From an optimization exercise on the open Yosys and OpenROAD flow, aimed at small area and a short achievable clock period; shortcuts taken in it are not production practice. Function was checked by simulation only, so behaviour that the tests miss may differ from the original. No activity file was given, so power comes from the tool's default toggle rates.

// conv_top
module conv_top (
  input  logic               clk,
  input  logic               rstn,
  input  logic               valid_in,
  input  logic [7:0]         px_in,
  input  logic               kernel_wr,
  input  logic [3:0]         kernel_addr,
  input  logic signed [15:0] kernel_data,
  output logic               valid_out,
  output logic [7:0]         px_out
);
  localparam MAC_LAT = 4;    
  logic               rst_q, kw_q;
  logic [3:0]         ka_q;
  logic signed [15:0] kd_q;
  always_ff @(posedge clk) begin
    rst_q <= ~rstn;
    kw_q  <= rstn & kernel_wr;
    ka_q  <= kernel_addr;
    kd_q  <= rstn ? kernel_data : 16'sd0;
  end
  logic signed [15:0] kernel [0:8];
  genvar gi;
  generate
    for (gi = 0; gi < 9; gi = gi + 1) begin : g_k
      always_ff @(posedge clk)
        if (rst_q || (kw_q && ka_q == gi))
          kernel[gi] <= kd_q;
    end
  endgenerate
  logic [7:0] w00, w01, w02, w10, w11, w12, w20, w21, w22;
  logic       window_valid;
  linebuffer_3x3 lb (
    .clk(clk), .rstn(rstn),
    .valid_in(valid_in), .px_in(px_in),
    .w00(w00), .w01(w01), .w02(w02),
    .w10(w10), .w11(w11), .w12(w12),
    .w20(w20), .w21(w21), .w22(w22),
    .valid_out(window_valid)
  );
  logic [7:0] r;
  mac9 mac (
    .clk(clk),
    .px0(w00), .px1(w01), .px2(w02),
    .px3(w10), .px4(w11), .px5(w12),
    .px6(w20), .px7(w21), .px8(w22),
    .k0(kernel[0]), .k1(kernel[1]), .k2(kernel[2]),
    .k3(kernel[3]), .k4(kernel[4]), .k5(kernel[5]),
    .k6(kernel[6]), .k7(kernel[7]), .k8(kernel[8]),
    .r(r)
  );
  ...
Size in the first run: ~5600 cells after synthesis, roughly 41 I/O pins.
clock: 8.0 ns
lec_check: 0
abc_clock_period_in_ps: 2500
cap_margin: 20
core_margin: 2
core_utilization: 45
cts_cluster_diameter: 110
cts_cluster_size: 20
place_density: 0.65
slew_margin: 20
synth_hierarchical: 1
synth_minimum_keep_size: 0
standard.sh (not shown) runs the stock make flow with config.mk's settings and CLKGATE_MAP_FILE= SYNTH_SCRIPT=/design/flow/synth_recipe.tcl, a recipe that flattens the netlist after the stock synthesis.
==> flow/flow/run.sh <==
#!/bin/bash
# The standard layout, with two changes to how it is optimised:
#  - the port buffers that buffer_ports inserts are plain buffers
#    (sky130_fd_sc_hd__buf_4) instead of the default delay buffers;
#  - ORFS's timing repair aims for a setup slack of 5.25 ns at the design's
#    clock period (SETUP_SLACK_MARGIN), so that it keeps improving paths
#    the global-route estimate already sees as meeting 3 ns.
# The clock period and constraints are the design's.  The full output of
# the run goes to standard.log in this folder; ORFS also keeps its per-step
# logs under orfs/logs.
set -euo pipefail
export BUFFER_PORTS_ARGS="-buffer_cell sky130_fd_sc_hd__buf_4"
export SETUP_SLACK_MARGIN=5.25
bash standard.sh > standard.log 2>&1
==> next run, changes <==
--- a/flow/flow/run.sh
+++ b/flow/flow/run.sh
@@ -4,3 +4,3 @@
 #    (sky130_fd_sc_hd__buf_4) instead of the default delay buffers;
-#  - ORFS's timing repair aims for a setup slack of 5.25 ns at the design's
+#  - ORFS's timing repair aims for a setup slack of 5.45 ns at the design's
 #    clock period (SETUP_SLACK_MARGIN), so that it keeps improving paths
@@ -12,3 +12,3 @@
 export BUFFER_PORTS_ARGS="-buffer_cell sky130_fd_sc_hd__buf_4"
-export SETUP_SLACK_MARGIN=5.25
+export SETUP_SLACK_MARGIN=5.45
 bash standard.sh > standard.log 2>&1
Result: The new run ran to the end with no violations; worst setup slack is better by 0.030 ns; die area is unchanged; power rises by 1.8%; design area climbs by 4.0%; sequential power stays flat; routed wire length is higher by 2.0%.
==> next run, changes <==
==> flow/flow/run.sh (replaced) <==
#!/bin/bash
# The standard layout, with the port buffers that buffer_ports inserts made
# plain buffers (sky130_fd_sc_hd__buf_4) instead of the default delay buffers.
# The full output of the run goes to standard.log in this folder; ORFS also
# keeps its per-step logs under orfs/logs.
set -euo pipefail
export BUFFER_PORTS_ARGS="-buffer_cell sky130_fd_sc_hd__buf_4"
bash standard.sh > standard.log 2>&1
Settings changed: SETUP_SLACK_MARGIN set to 5.
Via count falls by a few percent.
Die area is unchanged.
Cell area shrinks by a few percent.
Routed wire length fell by a few percent.
Power goes down by a few percent.
==> next run, changes <==
==> flow/flow/run.sh (replaced) <==
#!/bin/bash
# The standard layout, with two changes to how it is optimised:
#  - the port buffers that buffer_ports inserts are plain buffers
#    (sky130_fd_sc_hd__buf_4) instead of the default delay buffers;
#  - ORFS's timing repair aims for a setup slack of 5.25 ns at the design's
#    clock period (SETUP_SLACK_MARGIN), so that it keeps improving paths
#    the global-route estimate already sees as meeting 3 ns.
# The clock period and constraints are the design's.  The full output of
# the run goes to standard.log in this folder; ORFS also keeps its per-step
# logs under orfs/logs.
set -euo pipefail
export BUFFER_PORTS_ARGS="-buffer_cell sky130_fd_sc_hd__buf_4"
export SETUP_SLACK_MARGIN=5.25
bash standard.sh > standard.log 2>&1
Settings changed: SETUP_SLACK_MARGIN 5 to not set, TNS_END_PERCENT set to 10.
After rerunning: The new run produced a clean layout; routed wire length is higher by 0.42%; non-clock buffer count is higher by 55; first-iteration DRC count goes up by 1.5%; global-route usage barely changes; sequential share of layout area came out lower by 0.34 points; die area stays the same.
==> next run, changes <==
==> flow/run.sh (new file) <==
#!/bin/bash
# synth_recipe.tcl (not shown) runs the flow's synth.tcl, then flattens the netlist and writes it again
# the make line also repeats each setting of config.mk as NAME=value (left out here)
make -C /OpenROAD-flow-scripts/flow DESIGN_CONFIG=/design/flow/config.mk WORK_HOME=/design/flow/orfs CLKGATE_MAP_FILE= SYNTH_SCRIPT=/design/flow/synth_recipe.tcl finish
Settings changed: SETUP_SLACK_MARGIN set to 5, TNS_END_PERCENT 10 to not set.
removed: flow/flow/run.sh
removed: flow/standard.sh
Synthesized area stays the same.
Cell count shrinks slightly.
Via count hardly moves.
Worst setup slack gets worse by 0.16 ns.
First-iteration DRC count grows by a little under a tenth.
Total power shrinks slightly.
Critical path depth is unchanged.
Wire length shrinks slightly.
Maximum frequency shrinks by a few percent.
==> next run, changes <==
==> flow/flow/run.sh (new file) <==
#!/bin/bash
# The standard layout, with two changes to how it is optimised:
#  - the port buffers that buffer_ports inserts are plain buffers
#    (sky130_fd_sc_hd__buf_4) instead of the default delay buffers;
#  - ORFS's timing repair aims for a setup slack of 5.25 ns at the design's
#    clock period (SETUP_SLACK_MARGIN), so that it keeps improving paths
#    the global-route estimate already sees as meeting 3 ns.
# The clock period and constraints are the design's.  The full output of
# the run goes to standard.log in this folder; ORFS also keeps its per-step
# logs under orfs/logs.
set -euo pipefail
export BUFFER_PORTS_ARGS="-buffer_cell sky130_fd_sc_hd__buf_4"
export SETUP_SLACK_MARGIN=5.25
bash standard.sh > standard.log 2>&1
==> flow/standard.sh (new file) <==
#!/bin/bash
# synth_recipe.tcl (not shown) runs the flow's synth.tcl, then flattens the netlist and writes it again
# the make line also repeats each setting of config.mk as NAME=value (left out here)
make -C /OpenROAD-flow-scripts/flow DESIGN_CONFIG=/design/flow/config.mk WORK_HOME=/design/flow/orfs CLKGATE_MAP_FILE= SYNTH_SCRIPT=/design/flow/synth_recipe.tcl "${@:-finish}"
Settings changed: CORE_UTILIZATION 45 to 55, PLACE_DENSITY 0.65 to 0.72, SETUP_SLACK_MARGIN 5 to not set.
removed: flow/run.sh
After rerunning:
- first-iteration DRC count goes down by 5.3%
- die area goes down by 18%
- setup slack is better by 0.23 ns
- count of clock-buffer cells in the layout goes up by 2
- synthesized area stays the same
- worst hold slack is better by 0.0045 ns

== rev 12 ==
Another version of the RTL of conv_top (not shown whole).
For scale: ~5400 cells after synthesis, ~72000 um^2 of cells after synthesis.
Settings: LEC_CHECK=0, ABC_CLOCK_PERIOD_IN_PS=2500, CAP_MARGIN=20, CORE_MARGIN=2, CORE_UTILIZATION=40, PLACE_DENSITY=0.6, SETUP_SLACK_MARGIN=5, SLEW_MARGIN=20, SYNTH_HIERARCHICAL=1, SYNTH_MINIMUM_KEEP_SIZE=0; clock period 8.0 ns.
run.sh (not shown) runs the stock make flow with config.mk's settings and CLKGATE_MAP_FILE= SYNTH_SCRIPT=/design/flow/synth_recipe.tcl, a recipe that flattens the netlist after the stock synthesis.
Stock flow here: none of the scripts above is used.
Rev 12 finished all stages; layout check result: FAIL, due to antenna rules.
### rev 12 -> rev 13
diff --git a/flow/config.mk b/flow/config.mk
--- a/flow/config.mk
+++ b/flow/config.mk
@@ -11,2 +11,4 @@
-export CORE_UTILIZATION = 40
-export PLACE_DENSITY = 0.6
+export CORE_UTILIZATION = 45
+export CTS_CLUSTER_DIAMETER = 110
+export CTS_CLUSTER_SIZE = 20
+export PLACE_DENSITY = 0.65
==> comparison <==
Rev 13 closes out successfully: all stages finished, all timing, DRC and antenna checks passed.
The critical path depth of rev 13 exceeds that of rev 12 by 1.
Relative to rev 12, utilization after layout increased by 4.0 points in rev 13.
For the clock buffer count from CTS, rev 13 came in 44% lower than rev 12 did.
Non-clock buffer count (higher): rev 12
Between rev 12 and rev 13, power density over the cells decreased.
Across both runs, setup slack was lower for rev 13 than for rev 12.
Rev 12 has a higher number of nets in the final layout than rev 13.
NOTE count of clock-buffer cells in the layout rev 12->rev 13 decreased by more than a quarter

[static timing again, ports no longer ideal]
In the flow no input, the clock included, has a driving cell. The finished layouts below were timed again as built, in two steps.
Step 1, drivers: a clkbuf_16 drives clk and a buf_2 each remaining input, both assumed.
Step 2 also shifts input and output timing later by t, the mid clock arrival at the registers, as if the neighbouring blocks saw the same clock.
Three values: ideal, step 1, step 2; two values: the first two.
| run | shift t [ns] | setup slack, ns | clock arrival spread, ns | worst register clock-pin slew, ns |
|---|---|---|---|---|
| the first run of note 1 | 0.845 | 5.177 / 5.094 / 5.218 | 0.070 / 0.070 | 0.10 / 0.10 |
| the second run of note 1 | 0.847 | 5.208 / 5.110 / 5.274 | 0.072 / 0.073 | 0.10 / 0.10 |
| the third run of note 1 | 0.847 | 4.976 / 4.976 / 4.976 | 0.074 / 0.074 | 0.10 / 0.10 |
| the fourth run of note 1 | 0.840 | 5.119 / 5.103 / 5.119 | 0.070 / 0.070 | 0.10 / 0.10 |
| the fifth run of note 1 | 0.835 | 4.964 / 4.964 / 4.964 | 0.072 / 0.072 | 0.10 / 0.10 |
| the sixth run of note 1 | 0.816 | 5.189 / 5.112 / 5.193 | 0.068 / 0.068 | 0.10 / 0.10 |
| rev 12 | 0.895 | 4.925 / 4.925 / 4.804 | 0.077 / 0.077 | 0.07 / 0.07 |
| rev 13 | 0.834 | 4.919 / 4.919 / 4.802 | 0.056 / 0.056 | 0.10 / 0.10 |
For rev 12, which loses most, drivers alone change the setup slack by 0.000 ns; drivers and shift together by -0.121 ns.
